Context: an optimization exercise on an open-source flow, tuned for small area and a short achievable clock period. The choices shown serve that exercise and are no tape-out recipe.
Only simulation tests tie the RTL to the original design; equivalence was not proved.
Power figures rest on the tool's default switching activity, not on a simulated workload.

===== run.sh =====
#!/bin/bash
# synth_recipe.tcl (not shown) runs the flow's synth.tcl, then flattens the netlist and writes it again
# the make line also repeats each setting of config.mk as NAME=value (left out here)
make -C /OpenROAD-flow-scripts/flow DESIGN_CONFIG=/design/flow/config.mk WORK_HOME=/design/flow/orfs CLKGATE_MAP_FILE= SYNTH_SCRIPT=/design/flow/synth_recipe.tcl finish

===== config.mk =====
export PLATFORM = sky130hd
export DESIGN_NAME = memory_driver
export DESIGN_NICKNAME = memory_driver
export VERILOG_FILES = /design/flow/design.v
export SDC_FILE = /design/flow/constraint.sdc
export NUM_CORES = 4
export LEC_CHECK = 0
export CAP_MARGIN = 20
export CORE_MARGIN = 2
export CORE_UTILIZATION = 40
export SLEW_MARGIN = 20

===== constraint.sdc =====
create_clock -name core_clock -period 5.0 [get_ports {clk}]
set_input_delay 1.0000 -clock core_clock [delete_from_list [all_inputs] [get_ports {clk}]]
set_output_delay 1.0000 -clock core_clock [all_outputs]
set_load 0.01 [all_outputs]

===== design.v =====
module memory_driver
    (
        input                               clk                 ,
        input                               rst                 ,
        input          [32      -1:0]       concatenated        ,
        input                               wr_en               ,
        input                               rd_en               ,
        output reg     [32      -1:0]       concatenated_out    ,
        output reg                          empty               ,
        output reg                          full
    );
    reg [31:0] fifo_ram [0:63];
    reg [6:0]  fifo_counter;
    reg [5:0]  wr_pointer;
    reg [5:0]  rd_pointer;
    reg [31:0] stage_data;
    reg [5:0]  stage_addr;
    reg        stage_valid;
    reg        stage_bypass;
    wire rd_ok = rd_en & ~empty;
    wire wr_ok = wr_en & (~full | rd_en);
    wire one      = (fifo_counter == 7'd1);
    wire almost   = (fifo_counter == 7'd63);
    always @(posedge clk) begin
        stage_data <= concatenated;
        stage_addr <= wr_pointer;
        if (stage_valid)
            fifo_ram[stage_addr] <= stage_data;
    end
    wire [63:0] rd_sel = 64'd1 << rd_pointer;
    reg  [31:0] read_data;
    integer i;
    always @(*) begin
        read_data = stage_bypass ? stage_data : 32'd0;
        for (i = 0; i < 64; i = i + 1)
            read_data = read_data | (fifo_ram[i] & {32{rd_sel[i] & ~stage_bypass}});
    end
    always @(posedge clk) begin
        if (rd_ok)
            concatenated_out <= read_data;
    end
    always @(posedge clk) begin
        if (rst) begin
            fifo_counter <= 7'd0;
            wr_pointer   <= 6'd0;
            rd_pointer   <= 6'd0;
            empty        <= 1'b1;
            full         <= 1'b0;
            stage_valid  <= 1'b0;
            stage_bypass <= 1'b0;
        end else begin
            fifo_counter <= fifo_counter + {6'd0, wr_ok} - {6'd0, rd_ok};
            if (wr_ok) wr_pointer <= wr_pointer + 6'd1;
            if (rd_ok) rd_pointer <= rd_pointer + 6'd1;
            empty        <= (empty & ~wr_en) | (one & rd_en & ~wr_en);
            full         <= (full & ~(rd_en & ~wr_en)) | (almost & wr_en & ~rd_en);
            stage_valid  <= wr_ok;
            stage_bypass <= wr_en & (empty | (one & rd_en));
        end
    end
endmodule

==> results.py, run 1 <==
metrics = {
    "global_routing": {
        "grt.overflow.total": 0,
        "grt_max_degree": 66,
        "grt_pass1_wl_um": 429000,
        "grt_usage_pct": 32.8,
        "grt_pass1_vias": 46300,
        "antenna_found_initial": 19,
    },
    "drt": {
        "drcViolationCount": 0,
        "drtAntennaViolNets": 0,
        "drt_first_pass_iters": 6,
        "drtIter0Drc": 12300,
        "post_drt_via_cell_ratio": 6.93,
        "vias": 50700,
        "routed_wl_um": 330000,
        "avgRoutedWirePerCell_um": 45.1,
    },
    "sta": {
        "fmax_mhz": 246,
        "drv_slew": 0,
        "fin_worst_skew_ns": 0.0750,
        "setup_viol": 0,
        "fin_tns_setup_ns": 0,
        "relSlewSlack_pct": 15.4,
        "max_slew.worst_pin.slew_ns": 1.27,
        "min_period_ns": 4.07,
        "finalCritPeriodShare_pct": 81.4,
        "finalHoldViolCount": 0,
        "worst_slack_ns": 0.928,
        "rsz0062_at_grt": "false",
    },
    "logic_synthesis": {
        "syn_inst": 4287,
        "synth_area_um2": 77300,
        "synth_fp_nets": 4342,
        "synth_warnings": 1,
        "synth_top_family_by_area": "compound AO/OA/AOI/OAI gates",
        "synth_xor_area_share_pct": 0.136,
        "yosysSeqAreaShare_pct": 82.4,
        "synth-seq-cells": 2141,
        "muxShareOfSynthArea_pct": 0.387,
        "synth_edf_count": 2080,
        "ys_types": 69,
        "synth_compound_area_share_pct": 10.3,
        "async_reset_ff_share_pct": 0,
        "synth_fa_ha_area_share_pct": 0.317,
        "synth-main-ff-cell": "edfxtp_1",
        "syn_avg_cell_area_um2": 18.0,
        "synthSimpleGateAreaFrac_pct": 5.10,
    },
    "clocking": {
        "path_clk_slew_ns": 0.07,
        "cts-resized-gates": 0,
        "root_buffer": "clkbuf_16",
        "cts_hold_buf": 0,
        "cts_max_path_buffers": 3,
        "cts_tree": "done",
        "htreeDepth": 4,
        "postCtsSetupBuffers": 0,
        "cts_buffers": 208,
        "clock-sinks": 2141,
        "clk_latency_ns": 0.89,
    },
    "cells_and_area": {
        "final.fill_count": 16100,
        "drive_gt1_share_pct": 15.6,
        "nets": 4648,
        "final_cell_mix": "2080 x edfxtp_1, 945 x a22oi_1, 235 x nand2_1, 211 x clkbuf_16, 206 x buf_4",
        "final_common_cell": "edfxtp_1",
        "syn2layout_area_growth_pct": 17.2,
    },
    "floorplan": {
        "die_height_um": 443,
        "ios": 70,
        "rows": 161,
        "die-area_um2": 197000,
        "die_w_um": 443,
        "start_util_pct": 40.2,
        "core_area_um2": 192000,
    },
    "place": {
        "place_ws_ns": 0.750,
        "io_buffers": 69,
        "hpwlAfterDp_um": 183000,
        "gp_congestion": 0.923,
    },
    "hold_path": {
        "worstHoldPathType": "register to register",
        "hold_depth": 0,
    },
    "critical_path": {
        "slowest_delay_ns": 0.95,
        "slowest_stage": "buf_4",
        "worst_path_most_repeated_cell": "buf_4",
        "required_ns": 5.67,
        "r2r_cells": 8,
        "path_class": "register to register",
        "arrival_ns": 4.74,
        "ff2ff_setup_slack_ns": 0.93,
        "worstSetupEndpointType": "register",
        "crit_chain": "or2_1, buf_4, nor3_2, buf_4, a21oi_1, nand4_1, nor4_1, nand3_1",
        "cp_max_fo": 24,
        "startpoint_type": "register",
    },
    "outcome": {
        "status": "no timing/DRC/antenna violations",
    },
    "flow_run": {
        "cap_violations": 0,
    },
    "pwr": {
        "ir_worst_vdd_uv": 310,
        "p_per_area_nw_per_um2": 407,
        "p_leak_uw": 0.0286,
    },
}
-- area by class of cell --
| cell class | instances | area (um^2) | area share [%] |
|---|---|---|---|
| sequential | 2141 | 63700 | 70.4 |
| multi-input combinational | 1899 | 13400 | 14.8 |
| clock buffer | 264 | 5560 | 6.14 |
| timing repair buffer | 325 | 3270 | 3.61 |
| tap | 2526 | 3160 | 3.49 |
| clock inverter | 126 | 1320 | 1.46 |
| inverter | 18 | 67.6 | 0.0746 |
| antenna | 12 | 30.0 | 0.0332 |
-- Yosys cell counts (5+ instances only) --
| cell type | count | area, um^2 |
|---|---|---|
| a21oi_1 | 26 | 130 |
| a222oi_1 | 7 | 70.1 |
| a22o_1 | 24 | 210 |
| a22oi_1 | 945 | 7090 |
| a2bb2oi_1 | 7 | 61.3 |
| a32oi_1 | 17 | 149 |
| and2_1 | 5 | 31.3 |
| and3_1 | 8 | 50.1 |
| buf_1 | 16 | 60.1 |
| buf_2 | 49 | 245 |
| buf_4 | 7 | 52.6 |
| clkbuf_1 | 151 | 567 |
| dfxtp_1 | 61 | 1220 |
| edfxtp_1 | 2080 | 62500 |
| ha_1 | 18 | 225 |
| inv_1 | 18 | 67.6 |
| mux2_2 | 7 | 78.8 |
| mux2i_1 | 22 | 220 |
| nand2_1 | 235 | 882 |
| nand2b_1 | 11 | 68.8 |
| nand3_1 | 29 | 145 |
| nand4_1 | 160 | 1000 |
| nor2_1 | 150 | 563 |
| nor2_2 | 6 | 37.5 |
| nor2b_1 | 13 | 81.3 |
| nor3_1 | 88 | 440 |
| nor3b_1 | 5 | 37.5 |
| nor4_1 | 34 | 213 |
| o21ai_0 | 5 | 25.0 |
| xor2_1 | 8 | 70.1 |
-- through the flow --
stage | instance area (um^2) | total power (uW) | hold WS, ns | utilization, % | std cells
floorplan | 77300 | 20700 | 0.349 | - | 4287
global placement | 83500 | 21200 | 0.358 | 43.4 | 6902
detailed placement | 83600 | 21200 | 0.364 | 43.5 | 6908
CTS | 90500 | 36700 | 0.372 | 47.1 | 7298
global route | 90500 | 37500 | 0.379 | 47.1 | 7299
finish | 90600 | 36800 | 0.367 | 47.1 | 7311
-- power breakdown --
group | switching (uW) | internal (uW) | total, uW
Sequential | 113 | 19800 | 19900
Clock | 7070 | 8900 | 16000
Combinational | 694 | 279 | 973
-- flip-flops by register name, summed over array words and instances (netlist names) --
register and flops:
rd_pointer 6, empty 1, wr_pointer 6, stage_valid 1
stage_bypass 1, stage_data 32, fifo_ram 2048, full 1
fifo_counter 7, stage_addr 6, concatenated_out 32
-- metal layers --
layer	routed length (um)	vias to the layer above	part of all wire (%)	track usage [%]
met1	109000	25600	33	42.4
li1	-	18400	-	-
met3	55500	1207	17	11.3
met2	141000	5476	43	47.9
met4	24300	8	7.4	19.6
met5	58	-	0.018	0
-- logic make-up (layout without fill, tap and decap cells) --
logic type	Yosys count	in the layout
DFF	2141	2141
AOI/OAI and AO/OA	1054	1054
and+or+nand+nor	785	785
buffers and inverters	247	733
muxes	29	29
adders and majority gates	19	19
xor gates and xnor gates	12	12
other	0	12
-- critical path: cells and delay by family (launching register included) --
family	cells	cell delay [ns]
AOI/OAI and AO/OA	1	0.25
buffers and inverters	2	1.28
DFF	1	0.48
and+or+nand+nor	5	1.81
-- final timing paths --
kind | startpoint | to
setup reg to reg | rd_pointer[2] | concatenated_out[21]
setup / recovery | rd_pointer[2] | concatenated_out[21]
hold reg to reg | wr_pointer[5] | stage_addr[5]
hold / removal | wr_pointer[5] | stage_addr[5]
==> run 2, diff against run 1 <==
==> design.v (replaced) <==
module memory_driver
    (
        input                               clk                 ,
        input                               rst                 ,
        input          [32      -1:0]       concatenated        ,
        input                               wr_en               ,
        input                               rd_en               ,
        output reg     [32      -1:0]       concatenated_out    ,
        output reg                          empty               ,
        output reg                          full
    );
    reg [2047:0] fifo_ram;           
    reg [6:0]    fifo_counter;       
    reg [5:0]    wr_pointer;         
    reg [63:0]   rd_sel;             
    reg [31:0]   stage_data;
    reg [63:0]   row_we;             
    reg          stage_bypass;       
    reg          one;                
    reg          almost;             
    wire rd_ok = rd_en & ~empty;
    wire wr_ok = wr_en & (~full | rd_en);
    integer i;
    always @(posedge clk) begin
        stage_data <= concatenated;
        for (i = 0; i < 64; i = i + 1)
            if (row_we[i])
                fifo_ram[32*i +: 32] <= stage_data;
    end
    reg [31:0] read_data;
    always @(*) begin
        read_data = stage_bypass ? stage_data : 32'd0;
        for (i = 0; i < 64; i = i + 1)
            read_data = read_data | (fifo_ram[32*i +: 32] & {32{rd_sel[i] & ~stage_bypass}});
    end
    always @(posedge clk) begin
        if (rd_ok)
            concatenated_out <= read_data;
    end
    wire [6:0] count_up   = fifo_counter + 7'd1;
    wire [6:0] count_down = fifo_counter - 7'd1;
    wire       two        = (fifo_counter == 7'd2);
    wire       sixty_two  = (fifo_counter == 7'd62);
    always @(posedge clk) begin
        if (rst) begin
            fifo_counter <= 7'd0;
            wr_pointer   <= 6'd0;
            rd_sel       <= 64'd1;
            row_we       <= 64'd0;
            stage_bypass <= 1'b0;
            empty        <= 1'b1;
            full         <= 1'b0;
            one          <= 1'b0;
            almost       <= 1'b0;
        end else begin
            case ({wr_ok, rd_ok})
                2'b10:   fifo_counter <= count_up;
                2'b01:   fifo_counter <= count_down;
                default: fifo_counter <= fifo_counter;
            endcase
            if (wr_ok) wr_pointer <= wr_pointer + 6'd1;
            if (rd_ok) rd_sel <= {rd_sel[62:0], rd_sel[63]};
            for (i = 0; i < 64; i = i + 1)
                row_we[i] <= wr_ok & (wr_pointer == i);
            stage_bypass <= wr_en & (empty | (one & rd_en));
            empty  <= (empty & ~wr_en) | (one & rd_en & ~wr_en);
            full   <= (full & ~(rd_en & ~wr_en)) | (almost & wr_en & ~rd_en);
            one    <= wr_ok ? (rd_ok ? one    : empty)
                            : (rd_ok ? two    : one);
            almost <= wr_ok ? (rd_ok ? almost : sixty_two)
                            : (rd_ok ? full   : almost);
        end
    end
endmodule
--- a/config.mk
+++ b/config.mk
@@ -7,5 +7,6 @@
 export LEC_CHECK = 0
 export CAP_MARGIN = 20
 export CORE_MARGIN = 2
-export CORE_UTILIZATION = 40
+export CORE_UTILIZATION = 55
+export SETUP_SLACK_MARGIN = 2.6
 export SLEW_MARGIN = 20
==> run 2 against run 1 <==
Maximum frequency rose by 54%. Register-to-register slack better by 1.6 ns. Synthesized area rose by 2.7%. Wire length decreased by 1.5%. Clock power hardly changed. Total power is 1.4% higher. Sequential power increased by 5%. Critical path depth decreased by 7. Still clean. Via count down 0.20%. Clock-buffer cell count is 46 higher.
==> results.py, run 2 <==
metrics = {
    "critical_path": {
        "cp_max_fo": 1,
        "path_class": "register to output port",
        "worstSetupEndpointType": "output port",
        "crit_buf_inv": 1,
        "slowest_stage": "edfxtp_1",
        "cp_top_family": "flip-flops",
        "crit_chain": "buf_6",
        "slowest_delay_ns": 0.57,
        "arrival_ns": 1.65,
        "startpoint_type": "register",
        "required_ns": 4.00,
    },
    "sta": {
        "max_slew.worst_pin.slew_ns": 1.31,
        "drv_slew": 0,
        "worst_slack_ns": 2.35,
        "fin_tns_setup_ns": 0,
        "relSlewSlack_pct": 12.5,
        "rsz0062_at_grt": "true",
        "min_period_ns": 2.65,
        "worst_hold_slack_ns": 0.511,
        "fmax_mhz": 377,
        "finalHoldViolCount": 0,
        "finalCritPeriodShare_pct": 53.0,
        "fin_worst_skew_ns": 0.0324,
        "setup_viol": 0,
    },
    "place": {
        "gp_congestion": 0.839,
        "placed_area_um2": 82800,
        "io_buffers": 69,
        "place_ws_ns": 1.16,
        "hpwlAfterDp_um": 161000,
    },
    "logic_synthesis": {
        "synth_edf_count": 2080,
        "synth_compound_area_share_pct": 11.3,
        "ys_types": 41,
        "synth_top_cell_by_area": "edfxtp_1",
        "muxShareOfSynthArea_pct": 0.0394,
        "async_reset_ff_share_pct": 0,
        "synth_warnings": 1,
        "synth_fp_nets": 4354,
        "synth_xor_area_share_pct": 0.0773,
        "yosysSeqAreaShare_pct": 83.2,
        "synth_area_um2": 79300,
        "synth_top_family_by_area": "compound AO/OA/AOI/OAI gates",
        "syn_avg_cell_area_um2": 18.4,
        "synth-main-ff-cell": "edfxtp_1",
        "synth-seq-cells": 2258,
        "netlist_top_cells_count": "2080 x edfxtp_1, 484 x a22oi_1, 239 x a22o_1",
        "synth_top_area_share_pct": 78.7,
        "yosysMostFrequentCell": "edfxtp_1",
        "synthSimpleGateAreaFrac_pct": 3.65,
        "syn_inst": 4307,
        "synth_fa_ha_area_share_pct": 0.183,
        "synth.top_cells.by_area": "edfxtp_1 79%, a22oi_1 4.6%, dfxtp_1 4.5%, a22o_1 2.6%, a221oi_1 2.5%",
    },
    "outcome": {
        "status": "no timing/DRC/antenna violations",
    },
    "pwr": {
        "ir_worst_vdd_uv": 388,
        "p_per_area_nw_per_um2": 412,
        "p_leak_uw": 0.0284,
    },
    "floorplan": {
        "rows": 139,
        "start_util_pct": 55.3,
        "die-area_um2": 147000,
        "die_w_um": 384,
        "die_height_um": 384,
        "core_area_um2": 143000,
        "ios": 70,
    },
    "cells_and_area": {
        "largest-register": "fifo_ram",
        "final_area_um2": 90700,
        "top_regs": "fifo_ram (2048), rd_sel (64), row_we (64)",
        "drive_gt1_share_pct": 16.1,
        "syn2layout_area_growth_pct": 14.3,
        "largest_reg_flops": 2048,
        "final_cell_mix": "2080 x edfxtp_1, 484 x a22oi_1, 239 x a22o_1, 227 x clkbuf_16, 220 x a221oi_1",
        "nets": 4530,
        "final_common_cell": "edfxtp_1",
    },
    "global_routing": {
        "grt_max_degree": 66,
        "grt_pass1_wl_um": 421000,
        "antenna_found_initial": 9,
        "grt_pass1_vias": 45700,
        "grt_usage_pct": 43.7,
        "grt.overflow.total": 0,
    },
    "clocking": {
        "path_clk_slew_ns": 0.06,
        "cts_tree": "done",
        "clk_latency_ns": 0.86,
        "htreeDepth": 4,
        "clock-sinks": 2258,
        "cts_hold_buf": 0,
        "root_buffer": "clkbuf_16",
        "cts_buffers": 217,
        "cts_max_path_buffers": 3,
    },
    "drt": {
        "avgRoutedWirePerCell_um": 49.4,
        "drtAntennaViolNets": 0,
        "drt_first_pass_iters": 7,
        "vias": 50600,
        "drtIter0Drc": 12100,
        "drcViolationCount": 0,
        "routed_wl_um": 325000,
        "post_drt_via_cell_ratio": 7.69,
    },
    "hold_path": {
        "worstHoldPathType": "register to register",
    },
    "flow_run": {
        "cap_violations": 0,
    },
}
## run 2: per-stage QoR
stage / util [%] / total power (uW) / instances
after global placement: 57.7 / 21700 / 6132
after floorplan: - / 21400 / 4307
final: 63.2 / 37300 / 6581
after global routing: 63.2 / 38000 / 6574
after detailed placement: 57.7 / 21700 / 6132
after CTS: 62.8 / 37200 / 6548
## run 2: worst paths after layout
check / startpoint / to / slack (ns) / cells after the start
worst max register to register: rd_sel[26] / concatenated_out[22] / 2.50 / 5
worst min-delay path: rd_sel[52] / rd_sel[52] / 0.51 / 2
worst max-delay path: concatenated_out[15] / concatenated_out[15] / 2.35 / 1
worst min register to register: rd_sel[52] / rd_sel[52] / 0.51 / 2
## run 2: power breakdown
part           internal, uW  switching (uW)  total [uW]
Clock                  8890            7070       16000
Combinational           156             335         492
Sequential            20600             237       20900
Total                 29700            7640       37300
## run 2: cell families after synthesis
group           count (synthesis)
simple gates                  582
fa+ha+maj                      11
mux                             3
flops                        2258
buf+inv                       305
xor+xnor                        7
compound gates               1141
## run 2: layer usage
metal | routed length (um) | track usage, % | vias up
li1 | - | - | 18300
met1 | 109000 | 60.8 | 25900
met2 | 138000 | 63.0 | 5159
met3 | 55100 | 12.3 | 1167
met4 | 23000 | 23.5 | 8
met5 | 50 | 0 | -
## run 2: cell type report
class                   instances  area (um^2)
well taps                    1903         2380
repair buffers                252         2480
clock buffers                 310         6150
multi-input cells            1744        12400
clock inverters                97          696
flip-flops and latches       2258        66500
diodes                          7         17.5
fillers                     10000        52800
inverters                      10         42.5
## run 2: timing repair
action | 4_1_cts | 5_1_grt
endpoints found under the hold margin | 0 | 0
pin swaps | 5 | 12
gates cloned | 0 | 2
endpoints found under the setup margin | 131 | 57
gates resized for setup | 261 | 47
buffers inserted | 9 | 20
==> run 3, diff against run 2 <==
--- a/design.v
+++ b/design.v
@@ -11,6 +11,8 @@
     );
     reg [2047:0] fifo_ram;           
     reg [6:0]    fifo_counter;       
+    reg          wr_last;            
+    reg          rd_last;            
     reg [5:0]    wr_pointer;         
     reg [63:0]   rd_sel;             
     reg [31:0]   stage_data;
@@ -34,16 +36,20 @@
             read_data = read_data | (fifo_ram[32*i +: 32] & {32{rd_sel[i] & ~stage_bypass}});
     end
     always @(posedge clk) begin
-        if (rd_ok)
+        if (rst)
+            concatenated_out <= 32'd0;
+        else if (rd_ok)
             concatenated_out <= read_data;
     end
-    wire [6:0] count_up   = fifo_counter + 7'd1;
-    wire [6:0] count_down = fifo_counter - 7'd1;
-    wire       two        = (fifo_counter == 7'd2);
-    wire       sixty_two  = (fifo_counter == 7'd62);
+    wire [6:0] count = wr_last ? (rd_last ? fifo_counter : fifo_counter + 7'd1)
+                               : (rd_last ? fifo_counter - 7'd1 : fifo_counter);
+    wire       two        = (count == 7'd2);
+    wire       sixty_two  = (count == 7'd62);
     always @(posedge clk) begin
         if (rst) begin
             fifo_counter <= 7'd0;
+            wr_last      <= 1'b0;
+            rd_last      <= 1'b0;
             wr_pointer   <= 6'd0;
             rd_sel       <= 64'd1;
             row_we       <= 64'd0;
@@ -53,11 +59,9 @@
             one          <= 1'b0;
             almost       <= 1'b0;
         end else begin
-            case ({wr_ok, rd_ok})
-                2'b10:   fifo_counter <= count_up;
-                2'b01:   fifo_counter <= count_down;
-                default: fifo_counter <= fifo_counter;
-            endcase
+            fifo_counter <= count;
+            wr_last      <= wr_ok;
+            rd_last      <= rd_ok;
             if (wr_ok) wr_pointer <= wr_pointer + 6'd1;
             if (rd_ok) rd_sel <= {rd_sel[62:0], rd_sel[63]};
             for (i = 0; i < 64; i = i + 1)
--- a/config.mk
+++ b/config.mk
@@ -8,5 +8,7 @@
 export CAP_MARGIN = 20
 export CORE_MARGIN = 2
 export CORE_UTILIZATION = 55
-export SETUP_SLACK_MARGIN = 2.6
+export CTS_CLUSTER_DIAMETER = 80
+export CTS_CLUSTER_SIZE = 25
+export SETUP_SLACK_MARGIN = 2.7
 export SLEW_MARGIN = 20
==> run 3 against run 2 <==
Combinational power up 6.5%. Clock skew rose by 0.0033 ns. Still clean on timing, DRC and antenna. Sequential power barely moved. Register-to-register slack better by 0.10 ns. Global-route usage rose by 0.78 points. Core utilization down 2.7 points. Die area rose by 0.30%. Largest power group unchanged. Non-clock buffer count shrank 10. Synthesized area grew 0.30%.
==> results.py, run 3 <==
metrics = {
    "cells_and_area": {
        "largest_reg_flops": 2048,
        "final.fill_count": 10500,
        "syn2layout_area_growth_pct": 9.15,
        "largest-register": "fifo_ram",
        "final_common_cell": "edfxtp_1",
        "top_regs": "fifo_ram (2048), rd_sel (64), row_we (64)",
        "final_cell_mix": "2048 x edfxtp_1, 455 x a22oi_1, 268 x a221oi_1, 264 x a22o_1, 161 x nand2_1",
        "drive_gt1_share_pct": 13.2,
        "nets": 4439,
    },
    "pwr": {
        "ir_worst_vdd_uv": 267,
        "p_leak_uw": 0.0264,
        "power.switching_uw": 6580,
        "sw_frac_of_total_pct": 20.8,
        "power_frac_seq_pct": 66.0,
        "pwr-share-comb_pct": 1.7,
        "clkPwrFrac_pct": 32.4,
        "p_per_area_nw_per_um2": 364,
        "internal_power_uw": 25000,
    },
    "logic_synthesis": {
        "synth-main-ff-cell": "edfxtp_1",
        "yosysMostFrequentCell": "edfxtp_1",
        "synth_warnings": 1,
        "async_reset_ff_share_pct": 0,
        "synth_area_um2": 79600,
        "synth_top_cell_by_area": "edfxtp_1",
        "synth.top_cells.by_area": "edfxtp_1 77%, dfxtp_1 5.3%, a22oi_1 4.3%, a221oi_1 3.1%, a22o_1 2.9%",
        "yosysSeqAreaShare_pct": 82.6,
        "synth_top_area_share_pct": 77.3,
        "synth-seq-cells": 2260,
        "ys_types": 52,
        "synth_edf_count": 2048,
        "syn_avg_cell_area_um2": 18.3,
        "netlist_top_cells_count": "2048 x edfxtp_1, 456 x a22oi_1, 279 x a221oi_1",
        "syn_inst": 4353,
        "synth_fp_nets": 4395,
    },
    "critical_path": {
        "required_ns": 5.67,
        "worstSetupEndpointType": "register",
        "path_class": "register to register",
        "startpoint_type": "register",
        "cp_max_fo": 19,
        "crit_chain": "buf_6, buf_4, a22oi_1, nand4_1, nor3_1, a211oi_1",
        "slowest_stage": "dfxtp_2",
        "timing.rr.start": "rd_sel[50]",
        "ff2ff_setup_slack_ns": 2.60,
        "arrival_ns": 3.07,
        "r2r_cells": 6,
        "r2r-end": "concatenated_out[12]",
        "slowest_delay_ns": 0.74,
    },
    "clocking": {
        "path_clk_slew_ns": 0.10,
        "root_buffer": "clkbuf_16",
        "htreeDepth": 3,
        "cts_tree": "done",
        "cts_max_path_buffers": 3,
        "clock-sinks": 2260,
        "cts_buffers": 105,
        "cts_hold_buf": 0,
        "clk_latency_ns": 0.79,
    },
    "sta": {
        "finalHoldViolCount": 0,
        "fin_tns_setup_ns": 0,
        "fin_worst_skew_ns": 0.0357,
        "finalCritPeriodShare_pct": 48.0,
        "worst_hold_slack_ns": 0.477,
        "max_slew.worst_pin.slew_ns": 1.34,
        "min_period_ns": 2.40,
        "rsz0062_at_grt": "true",
        "setup_viol": 0,
        "relSlewSlack_pct": 10.6,
        "drv_slew": 0,
        "fmax_mhz": 417,
    },
    "drt": {
        "drcViolationCount": 0,
        "drt_first_pass_iters": 19,
        "routed_wl_um": 330000,
        "vias": 50800,
        "post_drt_via_cell_ratio": 7.95,
        "drtAntennaViolNets": 0,
        "avgRoutedWirePerCell_um": 51.6,
        "drtIter0Drc": 11500,
    },
    "floorplan": {
        "ios": 70,
        "rows": 139,
        "start_util_pct": 55.4,
        "die_height_um": 384,
        "core_area_um2": 144000,
        "die-area_um2": 148000,
        "die_w_um": 384,
    },
    "place": {
        "gp_congestion": 0.860,
        "hpwlAfterDp_um": 166000,
        "io_buffers": 69,
    },
    "global_routing": {
        "grt_pass1_vias": 45400,
        "grt_max_degree": 103,
        "grt_usage_pct": 44.5,
        "grt_pass1_wl_um": 427000,
        "grt.overflow.total": 0,
        "antenna_found_initial": 20,
    },
    "hold_path": {
        "hold-path-endpoint": "fifo_ram[27]",
        "hold_depth": 0,
        "worstHoldPathType": "register to register",
        "hp-start": "row_we[0]",
    },
    "outcome": {
        "status": "no timing/DRC/antenna violations",
    },
    "flow_run": {
        "cap_violations": 0,
    },
}
==> run 3: changes by cell type after synthesis, sizes merged, moves of 28 or more <==
cell / before / now
nor2b: 37 / 7
buf: 68 / 157
dfxtp: 178 / 212
a221oi: 239 / 286
a21oi: 134 / 82
clkbuf: 227 / 150
nand3: 103 / 68
o21ai: 4 / 34
edfxtp: 2080 / 2048
a22oi: 484 / 456
==> run 3: area by class of cell <==
| class | count | area (um^2) | area share (%) |
|---|---|---|---|
| Antenna cell | 8 | 20.0 | 0.0230 |
| Clock buffer | 167 | 2990 | 3.44 |
| Clock inverter | 24 | 224 | 0.258 |
| Inverter | 10 | 40.0 | 0.0461 |
| Multi-Input combinational cell | 1778 | 12700 | 14.6 |
| Sequential cell | 2260 | 66200 | 76.3 |
| Tap cell | 1903 | 2380 | 2.74 |
| Timing Repair Buffer | 242 | 2280 | 2.63 |
==> run 3: power by group through the flow <==
| stage | Clock [uW] | Combinational, uW | Sequential [uW] |
|---|---|---|---|
| 2_1_floorplan | 0 | 201 | 21200 |
| 3_3_place_gp | 0 | 476 | 21300 |
| 3_5_place_dp | 0 | 481 | 21300 |
| 4_1_cts | 10100 | 497 | 20800 |
| 5_1_grt | 10700 | 548 | 20800 |
| 6_report | 10200 | 524 | 20800 |
==> run 3: worst max path at each step <==
stage,startpoint,to,slack (ns)
after detailed placement,rd_en,concatenated_out[1],1.60
after floorplan,rd_en,concatenated_out[10],2.77
after global routing,concatenated_out[9],concatenated_out[9],2.62
final,rd_sel[50],concatenated_out[12],2.60
after global placement,rd_en,concatenated_out[0],1.62
after CTS,concatenated_out[9],concatenated_out[9],2.61
==> run 3: repair_timing <==
action	in CTS	in global routing
cloned	2	0
setup endpoints to repair	154	105
pin swaps	1	0
gates resized for setup	296	50
hold endpoints to repair	0	0
buffers inserted	11	5
==> run 3: stage by stage <==
step | worst slack [ns] | power, uW | instance area [um^2] | utilization [%] | std cells
6_report | 2.60 | 31600 | 86900 | 60.5 | 6392
2_1_floorplan | 2.77 | 21400 | 79600 | - | 4353
3_5_place_dp | 1.60 | 21800 | 82900 | 57.7 | 6173
4_1_cts | 2.61 | 31500 | 86500 | 60.2 | 6377
5_1_grt | 2.62 | 32100 | 86800 | 60.5 | 6385
3_3_place_gp | 1.62 | 21700 | 82900 | 57.7 | 6173
==> run 3: logic make-up (layout without fill, tap and decap cells) <==
logic type	after synthesis	count (layout)	share of synthesized area (%)
other cells	0	8	0
xor+xnor	11	11	0.121
simple gates	573	575	3.66
fa+ha+maj	6	6	0.0943
mux	1	1	0.0126
buf+inv	317	443	1.71
compound gates	1185	1185	11.8
flops	2260	2260	82.6
==> run 3: worst max-delay path, delay by kind of cell, from the launching register on <==
family,cells,cell delay [ns]
AOI/OAI and AO/OA,2,0.40
buffers and inverters,2,0.82
DFF,1,0.74
and+or+nand+nor,2,0.30
==> run 3: metal layers <==
metal	vias up	routed length, um	GRT usage [%]
li1	18100	-	-
met1	26100	109000	60.4
met2	5318	142000	65.0
met3	1177	53700	12.4
met4	22	24600	25.7
met5	-	354	0
==> run 4, diff against run 3 <==
--- a/design.v
+++ b/design.v
@@ -29,12 +29,19 @@
             if (row_we[i])
                 fifo_ram[32*i +: 32] <= stage_data;
     end
-    reg [31:0] read_data;
-    always @(*) begin
-        read_data = stage_bypass ? stage_data : 32'd0;
-        for (i = 0; i < 64; i = i + 1)
-            read_data = read_data | (fifo_ram[32*i +: 32] & {32{rd_sel[i] & ~stage_bypass}});
-    end
+    wire [31:0] ram_data;
+    genvar b;
+    generate
+        for (b = 0; b < 32; b = b + 1) begin : g_bit
+            wire [63:0] column;
+            genvar r;
+            for (r = 0; r < 64; r = r + 1) begin : g_row
+                assign column[r] = fifo_ram[32*r + b];
+            end
+            read_or64 u_or (.d(column), .s(rd_sel), .y(ram_data[b]));
+        end
+    endgenerate
+    wire [31:0] read_data = stage_bypass ? stage_data : ram_data;
     always @(posedge clk) begin
         if (rst)
             concatenated_out <= 32'd0;
@@ -76,3 +83,45 @@
         end
     end
 endmodule
+module read_or64
+    (
+        input  [63:0] d,
+        input  [63:0] s,
+        output        y
+    );
+    wire [21:0] n;
+    genvar g;
+    generate
+        for (g = 0; g < 21; g = g + 1) begin : g_aoi3
+            aoi222 u (.a(d[3*g +: 3]), .b(s[3*g +: 3]), .y(n[g]));
+        end
+    endgenerate
+    nand2 u21 (.a({d[63], s[63]}), .y(n[21]));
+    wire [5:0] p;
+    nand4 u_p0 (.a(n[3:0]),   .y(p[0]));
+    nand4 u_p1 (.a(n[7:4]),   .y(p[1]));
+    nand4 u_p2 (.a(n[11:8]),  .y(p[2]));
+    nand4 u_p3 (.a(n[15:12]), .y(p[3]));
+    nand4 u_p4 (.a(n[19:16]), .y(p[4]));
+    nand2 u_p5 (.a(n[21:20]), .y(p[5]));
+    wire [2:0] q;
+    nor2 u_q0 (.a(p[1:0]), .y(q[0]));
+    nor2 u_q1 (.a(p[3:2]), .y(q[1]));
+    nor2 u_q2 (.a(p[5:4]), .y(q[2]));
+    nand3 u_y (.a(q), .y(y));
+endmodule
+module aoi222 (input [2:0] a, input [2:0] b, output y);
+    assign y = ~((a[0] & b[0]) | (a[1] & b[1]) | (a[2] & b[2]));
+endmodule
+module nand4 (input [3:0] a, output y);
+    assign y = ~&a;
+endmodule
+module nand3 (input [2:0] a, output y);
+    assign y = ~&a;
+endmodule
+module nand2 (input [1:0] a, output y);
+    assign y = ~&a;
+endmodule
+module nor2 (input [1:0] a, output y);
+    assign y = ~|a;
+endmodule
--- a/config.mk
+++ b/config.mk
@@ -12,3 +12,5 @@
 export CTS_CLUSTER_SIZE = 25
 export SETUP_SLACK_MARGIN = 2.7
 export SLEW_MARGIN = 20
+export SYNTH_HIERARCHICAL = 1
+export SYNTH_MINIMUM_KEEP_SIZE = 0
==> run 4 against run 3 <==
Sequential power barely moved. Clock power barely moved. Total power rose by 0.56%. Core utilization rose by 1.5 points. Largest cell class unchanged. Highest routed layer unchanged. Clock-buffer cell count rose by 15. Hold slack improved by 0.023 ns. Sequential cell count did not move. Combinational power rose by 33%. Largest power group unchanged.
==> results.py, run 4 <==
metrics = {
    "clocking": {
        "cts_max_path_buffers": 3,
        "root_buffer": "clkbuf_16",
        "htreeDepth": 3,
        "cts_hold_buf": 0,
        "clock-sinks": 2260,
        "cts_tree": "done",
        "clk_latency_ns": 0.77,
        "path_clk_slew_ns": 0.10,
        "cts_buffers": 106,
    },
    "cells_and_area": {
        "syn2layout_area_growth_pct": 12.1,
        "drive_gt1_share_pct": 15.4,
        "largest_reg_flops": 2048,
        "utilization_pct": 61.9,
        "largest-register": "fifo_ram",
        "nets": 4180,
        "final.fill_count": 9902,
        "top_regs": "fifo_ram (2048), rd_sel (64), row_we (64)",
        "final_cell_mix": "2048 x edfxtp_1, 672 x a222oi_1, 211 x nand2_1, 162 x nand4_1, 143 x nor2_1",
        "final_common_cell": "edfxtp_1",
    },
    "logic_synthesis": {
        "synth_warnings": 7,
        "syn_inst": 3808,
        "ys_types": 39,
        "synth_top_area_share_pct": 80.0,
        "yosysSeqAreaShare_pct": 85.5,
        "async_reset_ff_share_pct": 0,
        "yosysMostFrequentCell": "edfxtp_1",
        "synth-main-ff-cell": "edfxtp_1",
        "synth_area_um2": 76900,
        "synth.top_cells.by_area": "edfxtp_1 80%, a222oi_1 8.7%, dfxtp_1 5.5%, nand4_1 1.3%, nand2_1 1.0%",
        "synth-seq-cells": 2260,
        "synth_fp_nets": 3850,
        "synth_top_cell_by_area": "edfxtp_1",
        "netlist_top_cells_count": "2048 x edfxtp_1, 672 x a222oi_1, 212 x dfxtp_1, 212 x nand2_1, 208 x nor2_1",
        "synth_edf_count": 2048,
        "syn_avg_cell_area_um2": 20.2,
    },
    "hold_path": {
        "hold_depth": 2,
        "worstHoldPathType": "register to register",
        "hp-start": "concatenated_out[10]",
    },
    "sta": {
        "fmax_mhz": 410,
        "drv_slew": 0,
        "rsz0062_at_grt": "true",
        "setup_viol": 0,
        "fin_tns_setup_ns": 0,
        "fin_worst_skew_ns": 0.0436,
        "finalHoldViolCount": 0,
        "min_period_ns": 2.44,
        "relSlewSlack_pct": 20.7,
        "worst_hold_slack_ns": 0.500,
        "finalCritPeriodShare_pct": 48.8,
        "max_slew.worst_pin.slew_ns": 1.19,
    },
    "critical_path": {
        "cp_num_cells": 7,
        "crit_buf_inv": 1,
        "path_class": "register to register",
        "slowest_stage": "nand4_1",
        "crit_start": "rd_sel[12]",
        "arrival_ns": 3.07,
        "crit_chain": "clkbuf_16, a222oi_1, nand4_1, nor2_4, nand3_1, mux2i_1, a211oi_1",
        "startpoint_type": "register",
        "cp_max_fo": 5,
        "r2r_cells": 7,
        "slowest_delay_ns": 0.47,
        "cp_top_family": "simple AND/OR/NAND/NOR gates",
        "timing.rr.start": "rd_sel[12]",
        "required_ns": 5.63,
        "worstSetupEndpointType": "register",
    },
    "global_routing": {
        "grt_pass1_vias": 39800,
        "grt.overflow.total": 0,
        "grt_usage_pct": 30.1,
        "grt_pass1_wl_um": 301000,
        "antenna_found_initial": 2,
        "grt_max_degree": 80,
    },
    "drt": {
        "drtAntennaViolNets": 0,
        "drcViolationCount": 0,
        "vias": 42400,
        "post_drt_via_cell_ratio": 6.94,
        "drtIter0Drc": 8100,
        "drt_first_pass_iters": 12,
        "routed_wl_um": 217000,
        "avgRoutedWirePerCell_um": 35.5,
    },
    "place": {
        "io_buffers": 69,
        "hpwlAfterDp_um": 116000,
        "gp_congestion": 0.841,
    },
    "floorplan": {
        "core_area_um2": 139000,
        "start_util_pct": 55.2,
        "die_height_um": 378,
        "die-area_um2": 143000,
        "ios": 70,
        "rows": 137,
        "die_w_um": 378,
    },
    "pwr": {
        "ir_worst_vdd_uv": 301,
        "p_leak_uw": 0.0266,
        "p_per_area_nw_per_um2": 368,
    },
    "outcome": {
        "status": "no timing/DRC/antenna violations",
    },
    "flow_run": {
        "cap_violations": 0,
    },
}
## run 4: cell types whose count changed in the layout (fill, tap and decap cells not counted), moves of 30 or more
cell / change
a221oi_1: -268
a222oi_1: +664
a22o_1: -264
a22oi_1: -454
dfxtp_4: -43
nand2_1: +50
nand3_1: -46
nor2_1: +51
nor2_4: +48
o21ai_0: -30
## run 4: cell type report
class	count	area (um^2)	area share [%]
sequential	2260	66100	76.7
antenna	3	7.51	0.00871
clock buffer	182	3170	3.68
inverter	6	22.5	0.0261
clock inverter	20	290	0.337
tap	1876	2350	2.72
multi-input combinational	1496	11500	13.4
timing repair buffer	268	2730	3.16
## run 4: path summary, 6_finish.rpt
check	slack, ns	endpoint
hold / removal	0.50	concatenated_out[10]
hold reg to reg	0.50	concatenated_out[10]
setup reg to reg	2.56	concatenated_out[13]
setup / recovery	2.56	concatenated_out[13]
## run 4: Yosys stat by module (local to each module, per instance), excerpt
module         cells inside  cell area (um^2)
aoi222                    1              10.0
memory_driver          2784             68400
nand2                     1              3.75
nand3                     1              5.00
nand4                     1              6.26
nor2                      1              3.75
## run 4: report_power, final
group          total [uW]  switching (uW)  internal, uW
Clock               10300            5760          4560
Sequential          20700             144         20600
Combinational         696             509           187
Total               31800            6410         25300
## run 4: per-layer routing
metal | up-vias | part of all wire [%] | track usage [%]
met5 | - | 0.049 | 0
met4 | 2 | 3.7 | 10.0
met3 | 299 | 11 | 5.05
met2 | 2519 | 46 | 46.5
met1 | 22000 | 39 | 44.2
li1 | 17600 | - | -
## run 4: cell families (layout without fill, tap and decap cells)
group	after synthesis	count (layout)	synth area share, %
compound gates	789	789	9.65
xor+xnor	10	10	0.114
fa+ha+maj	6	6	0.0976
buf+inv	54	476	0.264
flops	2260	2260	85.5
mux	34	34	0.443
other cells	0	3	0
simple gates	655	657	3.93
## run 4: timing repair
action,CTS,global route
buffers inserted,45,24
pin swaps,89,101
endpoints found under the hold margin,0,0
resized for setup,460,62
cloned,6,5
setup endpoints to repair,176,52
## run 4: stage by stage
| step | power [uW] | instances | area (um^2) | setup WS [ns] |
|---|---|---|---|---|
| 6_report | 31800 | 6111 | 86200 | 2.56 |
| 3_5_place_dp | 21800 | 5825 | 80800 | 1.61 |
| 5_1_grt | 32500 | 6109 | 86200 | 2.52 |
| 3_3_place_gp | 21800 | 5825 | 80800 | 1.69 |
| 2_1_floorplan | 21400 | 3808 | 76900 | 2.73 |
| 4_1_cts | 31900 | 6078 | 85600 | 2.61 |
## run 4: worst min-delay path, delay by kind of cell, from the launching register on
family	cells	cell delay, ns
DFF	1	0.33
and+or+nand+nor	1	0.09
AOI/OAI and AO/OA	1	0.05
==> run 5, diff against run 4 <==
--- a/design.v
+++ b/design.v
@@ -15,19 +15,15 @@
     reg          rd_last;            
     reg [5:0]    wr_pointer;         
     reg [63:0]   rd_sel;             
-    reg [31:0]   stage_data;
-    reg [63:0]   row_we;             
-    reg          stage_bypass;       
     reg          one;                
     reg          almost;             
     wire rd_ok = rd_en & ~empty;
     wire wr_ok = wr_en & (~full | rd_en);
     integer i;
     always @(posedge clk) begin
-        stage_data <= concatenated;
         for (i = 0; i < 64; i = i + 1)
-            if (row_we[i])
-                fifo_ram[32*i +: 32] <= stage_data;
+            if (wr_ok && wr_pointer == i)
+                fifo_ram[32*i +: 32] <= concatenated;
     end
     wire [31:0] ram_data;
     genvar b;
@@ -41,12 +37,11 @@
             read_or64 u_or (.d(column), .s(rd_sel), .y(ram_data[b]));
         end
     endgenerate
-    wire [31:0] read_data = stage_bypass ? stage_data : ram_data;
     always @(posedge clk) begin
         if (rst)
             concatenated_out <= 32'd0;
         else if (rd_ok)
-            concatenated_out <= read_data;
+            concatenated_out <= ram_data;
     end
     wire [6:0] count = wr_last ? (rd_last ? fifo_counter : fifo_counter + 7'd1)
                                : (rd_last ? fifo_counter - 7'd1 : fifo_counter);
@@ -59,8 +54,6 @@
             rd_last      <= 1'b0;
             wr_pointer   <= 6'd0;
             rd_sel       <= 64'd1;
-            row_we       <= 64'd0;
-            stage_bypass <= 1'b0;
             empty        <= 1'b1;
             full         <= 1'b0;
             one          <= 1'b0;
@@ -71,9 +64,6 @@
             rd_last      <= rd_ok;
             if (wr_ok) wr_pointer <= wr_pointer + 6'd1;
             if (rd_ok) rd_sel <= {rd_sel[62:0], rd_sel[63]};
-            for (i = 0; i < 64; i = i + 1)
-                row_we[i] <= wr_ok & (wr_pointer == i);
-            stage_bypass <= wr_en & (empty | (one & rd_en));
             empty  <= (empty & ~wr_en) | (one & rd_en & ~wr_en);
             full   <= (full & ~(rd_en & ~wr_en)) | (almost & wr_en & ~rd_en);
             one    <= wr_ok ? (rd_ok ? one    : empty)
==> run 5 against run 4 <==
Sequential share of layout area fell by 2.3 points. Critical path depth up 1. Final cell count fell by 1.1%. Largest power group unchanged. Combinational power rose by about 40%. Core utilization rose by 1.7 points. Synthesized area down 2.8%. Hold slack got worse by 0.038 ns. Maximum frequency is 14% lower. Die area fell by 2.8%. Largest cell class unchanged. Sequential cell count fell by 97. First-iteration DRC count grew 32%.
==> results.py, run 5 <==
metrics = {
    "outcome": {
        "status": "no timing/DRC/antenna violations",
    },
    "global_routing": {
        "grt_max_degree": 72,
        "antenna_found_initial": 6,
        "grt_pass1_wl_um": 318000,
        "grt_pass1_vias": 40200,
        "grt.overflow.total": 0,
        "grt_usage_pct": 33.6,
    },
    "cells_and_area": {
        "top_regs": "fifo_ram (2048), rd_sel (64), concatenated_out (32)",
        "stdcell_count": 6044,
        "largest_reg_flops": 2048,
        "largest-register": "fifo_ram",
        "syn2layout_area_growth_pct": 15.2,
        "final_area_um2": 86100,
        "final.fill_count": 9169,
        "final_common_cell": "edfxtp_1",
        "nets": 4218,
        "drive_gt1_share_pct": 19.3,
        "final_cell_mix": "2048 x edfxtp_1, 672 x a222oi_1, 254 x nand2_1, 198 x buf_4, 164 x nand4_1",
    },
    "sta": {
        "rsz0062_at_grt": "true",
        "drv_slew": 0,
        "fin_tns_setup_ns": 0,
        "fin_worst_skew_ns": 0.0309,
        "max_slew.worst_pin.slew_ns": 1.20,
        "relSlewSlack_pct": 20.0,
        "finalHoldViolCount": 0,
        "fmax_mhz": 352,
        "min_period_ns": 2.84,
        "setup_viol": 0,
        "finalCritPeriodShare_pct": 56.8,
    },
    "place": {
        "placedCellCount": 5629,
        "placed_area_um2": 78800,
        "io_buffers": 69,
        "gp_congestion": 0.915,
        "hpwlAfterDp_um": 134000,
    },
    "drt": {
        "drtIter0Drc": 10700,
        "drt_first_pass_iters": 12,
        "avgRoutedWirePerCell_um": 38.9,
        "vias": 43600,
        "drtAntennaViolNets": 0,
        "drcViolationCount": 0,
        "post_drt_via_cell_ratio": 7.22,
        "routed_wl_um": 235000,
    },
    "floorplan": {
        "die_height_um": 373,
        "die-area_um2": 139000,
        "core_area_um2": 135000,
        "die_w_um": 373,
        "start_util_pct": 55.3,
        "ios": 70,
        "rows": 135,
    },
    "logic_synthesis": {
        "async_reset_ff_share_pct": 0,
        "synth_top_cell_by_area": "edfxtp_1",
        "yosysSeqAreaShare_pct": 85.4,
        "synth_warnings": 7,
        "ys_types": 44,
        "syn_avg_cell_area_um2": 20.2,
        "synth-seq-cells": 2163,
        "netlist_top_cells_count": "2048 x edfxtp_1, 672 x a222oi_1, 276 x nand2_1",
        "synth_area_um2": 74700,
        "synth-main-ff-cell": "edfxtp_1",
        "yosysMostFrequentCell": "edfxtp_1",
        "synth_edf_count": 2048,
        "synth_fp_nets": 3747,
        "synth_top_area_share_pct": 82.3,
        "synth.top_cells.by_area": "edfxtp_1 82%, a222oi_1 9.0%, dfxtp_1 3.1%, nand2_1 1.4%, nand4_1 1.4%",
        "syn_inst": 3705,
    },
    "pwr": {
        "p_leak_uw": 0.0266,
        "ir_worst_vdd_uv": 344,
        "p_per_area_nw_per_um2": 355,
    },
    "hold_path": {
        "worstHoldPathType": "register to register",
    },
    "critical_path": {
        "startpoint_type": "register",
        "arrival_ns": 3.46,
        "worstSetupEndpointType": "register",
        "path_class": "register to register",
        "required_ns": 5.61,
        "cp_max_fo": 8,
    },
    "clocking": {
        "cts_buffers": 102,
        "cts_max_path_buffers": 3,
        "clk_latency_ns": 0.76,
        "htreeDepth": 3,
        "clock-sinks": 2163,
        "cts_tree": "done",
        "root_buffer": "clkbuf_16",
        "path_clk_slew_ns": 0.10,
    },
    "flow_run": {
        "cap_violations": 0,
    },
}
run 5: per-module statistics from Yosys (local to each module, per instance), excerpt:
module | flip-flops and latches | times used | cell area [um^2] | cells inside
aoi222 | 0 | 672 | 10.0 | 1
nand3 | 0 | 32 | 5.00 | 1
memory_driver | 2163 | 1 | 66200 | 2681
nor2 | 0 | 96 | 3.75 | 1
nand4 | 0 | 160 | 6.26 | 1
nand2 | 0 | 64 | 3.75 | 1
run 5: routing by layer:
| metal | part of all wire [%] | track usage, % | vias to the layer above |
|---|---|---|---|
| met5 | 0.0055 | 0 | - |
| met4 | 4.2 | 12.7 | 2 |
| met3 | 15 | 8.04 | 324 |
| met2 | 44 | 48.5 | 3443 |
| met1 | 37 | 50.2 | 22400 |
| li1 | - | - | 17500 |
run 5: cell families after synthesis:
family | count (synthesis) | share of synthesized area, %
XOR/XNOR | 12 | 0.151
AO/OA/AOI/OAI | 785 | 9.81
multiplexers | 4 | 0.0536
adder cells (fa/ha/maj) | 6 | 0.100
AND/OR/NAND/NOR | 683 | 4.17
buffers and inverters | 52 | 0.318
flip-flops | 2163 | 85.4
run 5: where the power goes:
part	leakage (uW)	total [uW]	internal [uW]	switching, uW
clock	0.00154	9740	4190	5550
sequential	0.0194	19900	19800	38.6
combinational	0.00570	974	157	818
total	0.0266	30600	24200	6410
run 5: worst max-delay path, stage by stage, from the launching register on:
cell and delay, ns:
dfxtp_4 0.38, buf_6 0.13, buf_16 0.14, a222oi_1 0.90, nand4_1 0.53, nor2_4 0.32
nand3_2 0.14, nand2_2 0.10, a21oi_2 0.06
run 5: repair_timing:
action,4_1_cts,5_1_grt
hold buffers,0,0
gates resized for setup,558,60
setup endpoints to repair,2117,1279
pin swaps,242,51
buffers inserted,156,18
gates cloned,44,4
run 5: final timing paths:
check                   from  cells after the start                   to  slack [ns]
setup / recovery  rd_sel[41]                      8  concatenated_out[9]        2.16
hold / removal    rd_sel[62]                      2           rd_sel[62]        0.46
setup reg to reg  rd_sel[41]                      8  concatenated_out[9]        2.16
hold reg to reg   rd_sel[62]                      2           rd_sel[62]        0.46
run 5: cell type report:
class	instances	area (um^2)	area share [%]
sequential	2163	64000	74.3
multi-input combinational	1522	12400	14.4
timing repair buffer	380	4230	4.91
clock buffer	166	2940	3.42
tap	1781	2230	2.59
clock inverter	23	249	0.289
inverter	7	26.3	0.0305
antenna	2	5.00	0.00582
run 5: metrics by stage:
step / hold WS, ns / utilization, % / setup slack (ns) / power, uW
3_3_place_gp: 0.445 / 58.3 / 0.951 / 21200
3_5_place_dp: 0.448 / 58.3 / 0.915 / 21200
4_1_cts: 0.438 / 63.3 / 2.41 / 30600
5_1_grt: 0.475 / 63.7 / 2.25 / 31300
2_1_floorplan: 0.481 / - / 1.99 / 20500
6_report: 0.462 / 63.7 / 2.16 / 30600
==> run 6, diff against run 5 <==
--- a/design.v
+++ b/design.v
@@ -15,17 +15,21 @@
     reg          rd_last;            
     reg [5:0]    wr_pointer;         
     reg [63:0]   rd_sel;             
+    reg [31:0]   stage_data;
+    reg [63:0]   row_we;             
+    reg          stage_bypass;       
     reg          one;                
     reg          almost;             
     wire rd_ok = rd_en & ~empty;
     wire wr_ok = wr_en & (~full | rd_en);
     integer i;
     always @(posedge clk) begin
+        stage_data <= concatenated;
         for (i = 0; i < 64; i = i + 1)
-            if (wr_ok && wr_pointer == i)
-                fifo_ram[32*i +: 32] <= concatenated;
+            if (row_we[i])
+                fifo_ram[32*i +: 32] <= stage_data;
     end
-    wire [31:0] ram_data;
+    wire [31:0] read_data;
     genvar b;
     generate
         for (b = 0; b < 32; b = b + 1) begin : g_bit
@@ -34,19 +38,24 @@
             for (r = 0; r < 64; r = r + 1) begin : g_row
                 assign column[r] = fifo_ram[32*r + b];
             end
-            read_or64 u_or (.d(column), .s(rd_sel), .y(ram_data[b]));
+            read_or64 u_or (.d(column), .s(rd_sel),
+                            .e(stage_data[b]), .es(stage_bypass),
+                            .y(read_data[b]));
         end
     endgenerate
     always @(posedge clk) begin
         if (rst)
             concatenated_out <= 32'd0;
         else if (rd_ok)
-            concatenated_out <= ram_data;
+            concatenated_out <= read_data;
     end
     wire [6:0] count = wr_last ? (rd_last ? fifo_counter : fifo_counter + 7'd1)
                                : (rd_last ? fifo_counter - 7'd1 : fifo_counter);
     wire       two        = (count == 7'd2);
     wire       sixty_two  = (count == 7'd62);
+    wire [63:0] rd_row      = rd_sel | (row_we & {64{stage_bypass}});
+    wire [63:0] rd_row_next = rd_ok ? {rd_row[62:0], rd_row[63]} : rd_row;
+    wire        bypass_next = wr_en & (empty | (one & rd_en));
     always @(posedge clk) begin
         if (rst) begin
             fifo_counter <= 7'd0;
@@ -54,6 +63,8 @@
             rd_last      <= 1'b0;
             wr_pointer   <= 6'd0;
             rd_sel       <= 64'd1;
+            row_we       <= 64'd0;
+            stage_bypass <= 1'b0;
             empty        <= 1'b1;
             full         <= 1'b0;
             one          <= 1'b0;
@@ -63,7 +74,10 @@
             wr_last      <= wr_ok;
             rd_last      <= rd_ok;
             if (wr_ok) wr_pointer <= wr_pointer + 6'd1;
-            if (rd_ok) rd_sel <= {rd_sel[62:0], rd_sel[63]};
+            rd_sel       <= bypass_next ? 64'd0 : rd_row_next;
+            for (i = 0; i < 64; i = i + 1)
+                row_we[i] <= wr_ok & (wr_pointer == i);
+            stage_bypass <= bypass_next;
             empty  <= (empty & ~wr_en) | (one & rd_en & ~wr_en);
             full   <= (full & ~(rd_en & ~wr_en)) | (almost & wr_en & ~rd_en);
             one    <= wr_ok ? (rd_ok ? one    : empty)
@@ -77,9 +91,11 @@
     (
         input  [63:0] d,
         input  [63:0] s,
+        input         e,
+        input         es,
         output        y
     );
-    wire [21:0] n;
+    wire [22:0] n;
     genvar g;
     generate
         for (g = 0; g < 21; g = g + 1) begin : g_aoi3
@@ -87,13 +103,14 @@
         end
     endgenerate
     nand2 u21 (.a({d[63], s[63]}), .y(n[21]));
+    nand2 u22 (.a({e, es}), .y(n[22]));
     wire [5:0] p;
     nand4 u_p0 (.a(n[3:0]),   .y(p[0]));
     nand4 u_p1 (.a(n[7:4]),   .y(p[1]));
     nand4 u_p2 (.a(n[11:8]),  .y(p[2]));
     nand4 u_p3 (.a(n[15:12]), .y(p[3]));
     nand4 u_p4 (.a(n[19:16]), .y(p[4]));
-    nand2 u_p5 (.a(n[21:20]), .y(p[5]));
+    nand3 u_p5 (.a(n[22:20]), .y(p[5]));
     wire [2:0] q;
     nor2 u_q0 (.a(p[1:0]), .y(q[0]));
     nor2 u_q1 (.a(p[3:2]), .y(q[1]));
==> run 6 against run 5 <==
Register-to-register slack better by 0.46 ns. Via count down 0.16%. First-iteration DRC count down 23%. Wire length decreased by 6.3%. Highest routed layer is now met4.
==> results.py, run 6 <==
metrics = {
    "outcome": {
        "status": "no timing/DRC/antenna violations",
    },
    "global_routing": {
        "grt_pass1_vias": 41100,
        "grt_max_degree": 98,
        "grt.overflow.total": 0,
        "grt_pass1_wl_um": 308000,
        "antenna_found_initial": 7,
        "grt_usage_pct": 29.9,
    },
    "floorplan": {
        "rows": 138,
        "die-area_um2": 145000,
        "die_height_um": 380,
        "core_area_um2": 141000,
        "die_w_um": 380,
        "start_util_pct": 55.2,
        "ios": 70,
    },
    "clocking": {
        "clock-sinks": 2260,
        "path_clk_slew_ns": 0.10,
        "root_buffer": "clkbuf_16",
        "cts_buffers": 109,
        "cts_tree": "done",
        "cts_hold_buf": 0,
        "htreeDepth": 3,
        "cts_max_path_buffers": 3,
        "clk_latency_ns": 0.78,
    },
    "drt": {
        "avgRoutedWirePerCell_um": 35.3,
        "post_drt_via_cell_ratio": 6.98,
        "drtAntennaViolNets": 0,
        "drtIter0Drc": 8201,
        "drcViolationCount": 0,
        "routed_wl_um": 220000,
        "vias": 43600,
        "drt_first_pass_iters": 13,
    },
    "pwr": {
        "p_per_area_nw_per_um2": 367,
        "p_leak_uw": 0.0266,
        "report.power.total_uw": 31700,
        "ir_worst_vdd_uv": 353,
    },
    "logic_synthesis": {
        "syn_inst": 3979,
        "synth_top_area_share_pct": 79.0,
        "synth-seq-cells": 2260,
        "synth_edf_count": 2048,
        "synth_fa_ha_area_share_pct": 0.0964,
        "synth.top_cells.by_area": "edfxtp_1 79%, a222oi_1 8.6%, dfxtp_1 5.4%, nand2_1 1.6%, nand4_1 1.3%",
        "syn_avg_cell_area_um2": 19.6,
        "synthSimpleGateAreaFrac_pct": 4.52,
        "synth_fp_nets": 4021,
        "synth_warnings": 7,
        "synth-main-ff-cell": "edfxtp_1",
        "yosysMostFrequentCell": "edfxtp_1",
        "async_reset_ff_share_pct": 0,
        "synth_compound_area_share_pct": 9.56,
        "synth_area_um2": 77900,
        "synth_xor_area_share_pct": 0.124,
        "synth_top_cell_by_area": "edfxtp_1",
        "synth_top_family_by_area": "compound AO/OA/AOI/OAI gates",
        "netlist_top_cells_count": "2048 x edfxtp_1, 672 x a222oi_1, 338 x nand2_1",
        "ys_types": 49,
        "muxShareOfSynthArea_pct": 0.949,
        "yosysSeqAreaShare_pct": 84.4,
    },
    "critical_path": {
        "cp_max_fo": 9,
        "slowest_delay_ns": 0.50,
        "startpoint_type": "register",
        "worstSetupEndpointType": "register",
        "arrival_ns": 3.02,
        "path_class": "register to register",
        "crit_chain": "clkbuf_16, a222oi_1, nand4_1, nor2_1, nand3_1, nand2_1, a21oi_1",
        "slowest_stage": "nand4_1",
        "required_ns": 5.64,
    },
    "sta": {
        "min_period_ns": 2.38,
        "fmax_mhz": 420,
        "drv_slew": 0,
        "finalHoldViolCount": 0,
        "rsz0062_at_grt": "true",
        "setup_viol": 0,
        "fin_worst_skew_ns": 0.0574,
        "max_slew.worst_pin.slew_ns": 1.17,
        "relSlewSlack_pct": 21.7,
        "finalCritPeriodShare_pct": 47.7,
        "fin_tns_setup_ns": 0,
    },
    "cells_and_area": {
        "final_common_cell": "edfxtp_1",
        "final_cell_mix": "2048 x edfxtp_1, 672 x a222oi_1, 335 x nand2_1, 162 x nand4_1, 130 x dfxtp_2",
        "syn2layout_area_growth_pct": 11.0,
        "drive_gt1_share_pct": 15.3,
        "largest-register": "fifo_ram",
        "largest_reg_flops": 2048,
        "top_regs": "fifo_ram (2048), rd_sel (64), row_we (64)",
        "nets": 4306,
    },
    "place": {
        "io_buffers": 69,
        "hpwlAfterDp_um": 120000,
        "gp_congestion": 0.844,
    },
    "hold_path": {
        "worstHoldPathType": "register to register",
    },
    "flow_run": {
        "cap_violations": 0,
    },
}
[run 6: worst paths after layout]
check / cells after the start / start / endpoint / slack, ns
min: 2 / concatenated_out[24] / concatenated_out[24] / 0.48
max: 7 / rd_sel[12] / concatenated_out[16] / 2.62
min reg2reg: 2 / concatenated_out[24] / concatenated_out[24] / 0.48
max reg2reg: 7 / rd_sel[12] / concatenated_out[16] / 2.62
[run 6: layer usage]
| metal | global-route usage (%) | vias up | part of all wire, % |
|---|---|---|---|
| met4 | 9.41 | 0 | 2.8 |
| met1 | 43.8 | 22700 | 39 |
| met2 | 46.4 | 2601 | 47 |
| met3 | 5.13 | 249 | 11 |
| met5 | 0 | - | 0 |
| li1 | - | 18100 | - |
[run 6: cell type report]
cell class / instances / area, um^2
multi-input combinational: 1654 / 12300
inverter: 9 / 33.8
timing repair buffer: 230 / 2290
clock inverter: 37 / 390
tap: 1890 / 2360
sequential: 2260 / 66100
clock buffer: 156 / 3050
fill: 10200 / 54600
antenna: 7 / 17.5
[run 6: power by group]
group / internal, uW / switching [uW] / leakage (uW)
Sequential: 20600 / 165 / 0.0202
Combinational: 164 / 473 / 0.00471
Clock: 4470 / 5850 / 0.00167
[run 6: Yosys stat by module, one instance, submodules excluded, a selection]
module | cells | cell area [um^2]
memory_driver | 2923 | 69200
aoi222 | 1 | 10.0
nand4 | 1 | 6.26
nand3 | 1 | 5.00
nand2 | 1 | 3.75
nor2 | 1 | 3.75
[run 6: cell families after synthesis]
| family | after synthesis |
|---|---|
| mux | 66 |
| xor+xnor | 11 |
| simple gates | 778 |
| flops | 2260 |
| fa+ha+maj | 6 |
| buf+inv | 68 |
| compound gates | 790 |
[run 6: what timing repair did]
action	in CTS	in global routing
resized for setup	347	67
setup buffers	12	4
gates cloned	4	7
pin swaps	39	50
setup endpoints to repair	107	163
[run 6: worst max-delay path: cells and delay by family (launching register included)]
kind            cells  cell delay (ns)
simple gates        4             1.22
compound gates      2             0.39
buf+inv             1             0.20
flops               1             0.43
[run 6: metrics by stage]
stage	hold WS, ns	cell area, um^2	utilization, %	setup WS [ns]	std cells
2_1_floorplan	0.481	77900	-	2.87	3979
3_3_place_gp	0.460	81900	58.1	1.73	6014
3_5_place_dp	0.471	82000	58.1	1.71	6016
4_1_cts	0.472	86000	61.0	2.61	6225
5_1_grt	0.490	86500	61.3	2.58	6237
6_report	0.479	86500	61.3	2.62	6243
==> run 7, diff against run 6 <==
--- a/config.mk
+++ b/config.mk
@@ -10,7 +10,7 @@
 export CORE_UTILIZATION = 55
 export CTS_CLUSTER_DIAMETER = 80
 export CTS_CLUSTER_SIZE = 25
-export SETUP_SLACK_MARGIN = 2.7
+export SETUP_SLACK_MARGIN = 2.85
 export SLEW_MARGIN = 20
 export SYNTH_HIERARCHICAL = 1
 export SYNTH_MINIMUM_KEEP_SIZE = 0
==> run 7 against run 6 <==
Sequential share of layout area shrank 0.52 points. Setup slack lost 0.053 ns. Sequential cell count is the same. Cell area grew 0.73%. Core utilization grew 0.45 points. Clock skew shrank 0.0078 ns. Clock power is essentially flat. Critical endpoint is now concatenated_out[19]. First-iteration DRC count grew 1.6%. Final cell count grew 0.35%. Critical path depth is the same. Via count grew 0.89%. Hold slack lost 0.0012 ns.
==> results.py, run 7 <==
metrics = {
    "sta": {
        "fmax_mhz": 410,
        "finalCritPeriodShare_pct": 48.7,
        "fin_worst_skew_ns": 0.0497,
        "setup_viol": 0,
        "max_slew.worst_pin.slew_ns": 1.19,
        "relSlewSlack_pct": 20.6,
        "fin_tns_setup_ns": 0,
    },
    "logic_synthesis": {
        "ys_types": 49,
        "synth_warnings": 7,
        "async_reset_ff_share_pct": 0,
        "synth-seq-cells": 2260,
        "synth_fp_nets": 4021,
        "synth-main-ff-cell": "edfxtp_1",
        "synth_top_area_share_pct": 79.0,
        "syn_inst": 3979,
        "netlist_top_cells_count": "2048 x edfxtp_1, 672 x a222oi_1, 338 x nand2_1",
        "synth_area_um2": 77900,
        "synth_top_cell_by_area": "edfxtp_1",
        "synth.top_cells.by_area": "edfxtp_1 79%, a222oi_1 8.6%, dfxtp_1 5.4%, nand2_1 1.6%, nand4_1 1.3%",
    },
    "cells_and_area": {
        "drive_gt1_share_pct": 16.2,
        "top_regs": "fifo_ram (2048), rd_sel (64), row_we (64)",
        "syn2layout_area_growth_pct": 11.9,
        "final_common_cell": "edfxtp_1",
        "final_area_um2": 87100,
        "final_cell_mix": "2048 x edfxtp_1, 672 x a222oi_1, 335 x nand2_1, 162 x nand4_1, 122 x buf_4",
        "largest-register": "fifo_ram",
    },
    "flow_run": {
        "cap_violations": 0,
    },
    "global_routing": {
        "antenna_found_initial": 5,
        "grt_pass1_vias": 41400,
        "grt_pass1_wl_um": 310000,
        "grt_usage_pct": 30.2,
    },
    "critical_path": {
        "worstSetupEndpointType": "register",
        "arrival_ns": 3.08,
        "ff2ff_setup_slack_ns": 2.56,
        "path_class": "register to register",
        "r2r_cells": 7,
        "r2r-end": "concatenated_out[19]",
    },
    "drt": {
        "vias": 44000,
        "drcViolationCount": 0,
        "drt_first_pass_iters": 14,
        "avgRoutedWirePerCell_um": 35.5,
        "drtIter0Drc": 8334,
        "post_drt_via_cell_ratio": 7.02,
        "routed_wl_um": 223000,
    },
    "clocking": {
        "cts_buffers": 109,
        "htreeDepth": 3,
        "root_buffer": "clkbuf_16",
        "cts_hold_buf": 0,
        "clock-sinks": 2260,
        "cts_max_path_buffers": 3,
        "cts_tree": "done",
    },
    "pwr": {
        "power_frac_seq_pct": 65.4,
        "internal_power_uw": 25200,
        "ir_worst_vdd_uv": 353,
        "clkPwrFrac_pct": 32.5,
        "p_per_area_nw_per_um2": 364,
        "sw_frac_of_total_pct": 20.5,
        "pwr-share-comb_pct": 2.1,
        "p_leak_uw": 0.0268,
    },
    "floorplan": {
        "die_height_um": 380,
        "die_w_um": 380,
        "die-area_um2": 145000,
        "core_area_um2": 141000,
        "ios": 70,
    },
    "place": {
        "io_buffers": 69,
        "placed_area_um2": 82000,
        "hpwlAfterDp_um": 120000,
    },
    "outcome": {
        "status": "no timing/DRC/antenna violations",
    },
    "hold_path": {
        "worstHoldPathType": "register to register",
        "hold_depth": 2,
        "hp-start": "concatenated_out[24]",
    },
}
run 7: how the worst max path moves through the flow:
stage | from | endpoint | slack (ns) | cells past startpoint
after floorplan | rd_en | rd_sel[10] | 2.87 | 6
after global placement | rd_en | rd_sel[35] | 1.73 | 6
after detailed placement | rd_en | rd_sel[50] | 1.71 | 6
after CTS | concatenated_out[10] | concatenated_out[10] | 2.64 | 1
after global routing | rd_sel[15] | concatenated_out[24] | 2.56 | 8
final | rd_sel[15] | concatenated_out[19] | 2.56 | 7
run 7: final cells by class:
type	instances	area (um^2)
flip-flops and latches	2260	66100
fillers	10100	53900
multi-input cells	1655	12400
clock buffers	156	3050
repair buffers	253	2760
well taps	1890	2360
clock inverters	37	390
inverters	9	33.8
diodes	5	12.5
run 7: repair_timing:
item,CTS,global route
gates cloned,11,4
buffers inserted,24,11
endpoints found under the setup margin,149,112
resized for setup,461,39
pin swaps,93,58
run 7: critical path, stage by stage, from the launching register on:
cell and delay (ns):
dfxtp_4 0.38, buf_12 0.14, a222oi_1 0.48, nand4_1 0.63, nor2_2 0.39, nand3_1 0.13
nand2_1 0.08, a21oi_1 0.06
run 7: logic make-up (layout without fill, tap and decap cells):
| logic type | count (synthesis) | in the layout | share of synthesized area (%) |
|---|---|---|---|
| other | 0 | 5 | 0 |
| buffers and inverters | 68 | 455 | 0.352 |
| flip-flops | 2260 | 2260 | 84.4 |
| multiplexers | 66 | 66 | 0.949 |
| AO/OA/AOI/OAI | 790 | 790 | 9.56 |
| adder cells (fa/ha/maj) | 6 | 6 | 0.0964 |
| XOR/XNOR | 11 | 11 | 0.124 |
| AND/OR/NAND/NOR | 778 | 782 | 4.52 |
run 7: routing by layer:
layer	wire [um]	part of all wire, %	vias up	track usage [%]
met5	0	0	-	0
met4	7330	3.3	0	9.96
met3	24400	11	279	5.29
met2	104000	47	2643	46.7
met1	87200	39	22900	44.1
li1	-	-	18100	-
run 7: power by group through the flow:
stage	logic, uW	clock network, uW	registers, uW
detailed placement	603	0	21200
global placement	592	0	21200
global route	707	11100	20800
finish	672	10300	20800
CTS	650	10500	20800
floorplan	193	0	21200
run 7: modules after synthesis, one instance, submodules excluded, a selection:
| module | cells inside | flip-flops and latches | area (um^2) | copies in the design |
|---|---|---|---|---|
| nor2 | 1 | 0 | 3.75 | 96 |
| nand2 | 1 | 0 | 3.75 | 64 |
| memory_driver | 2923 | 2260 | 69200 | 1 |
| aoi222 | 1 | 0 | 10.0 | 672 |
| nand4 | 1 | 0 | 6.26 | 160 |
| nand3 | 1 | 0 | 5.00 | 64 |
run 7: through the flow:
step	instances	setup WS [ns]	utilization (%)	hold WS, ns
after floorplan	3979	2.87	-	0.481
after global placement	6014	1.73	58.1	0.460
after detailed placement	6016	1.71	58.1	0.471
after CTS	6244	2.64	61.5	0.481
after global routing	6261	2.56	61.8	0.497
final	6265	2.56	61.8	0.478

Re-timed with assumed drivers on the ports (clkbuf_16 on the clock, buf_2 on other inputs), run 7 has 2.563 ns of setup slack against 2.563 ns with ideal ports, and 2.032 ns once port delays also move by the mid clock arrival of 0.834 ns.
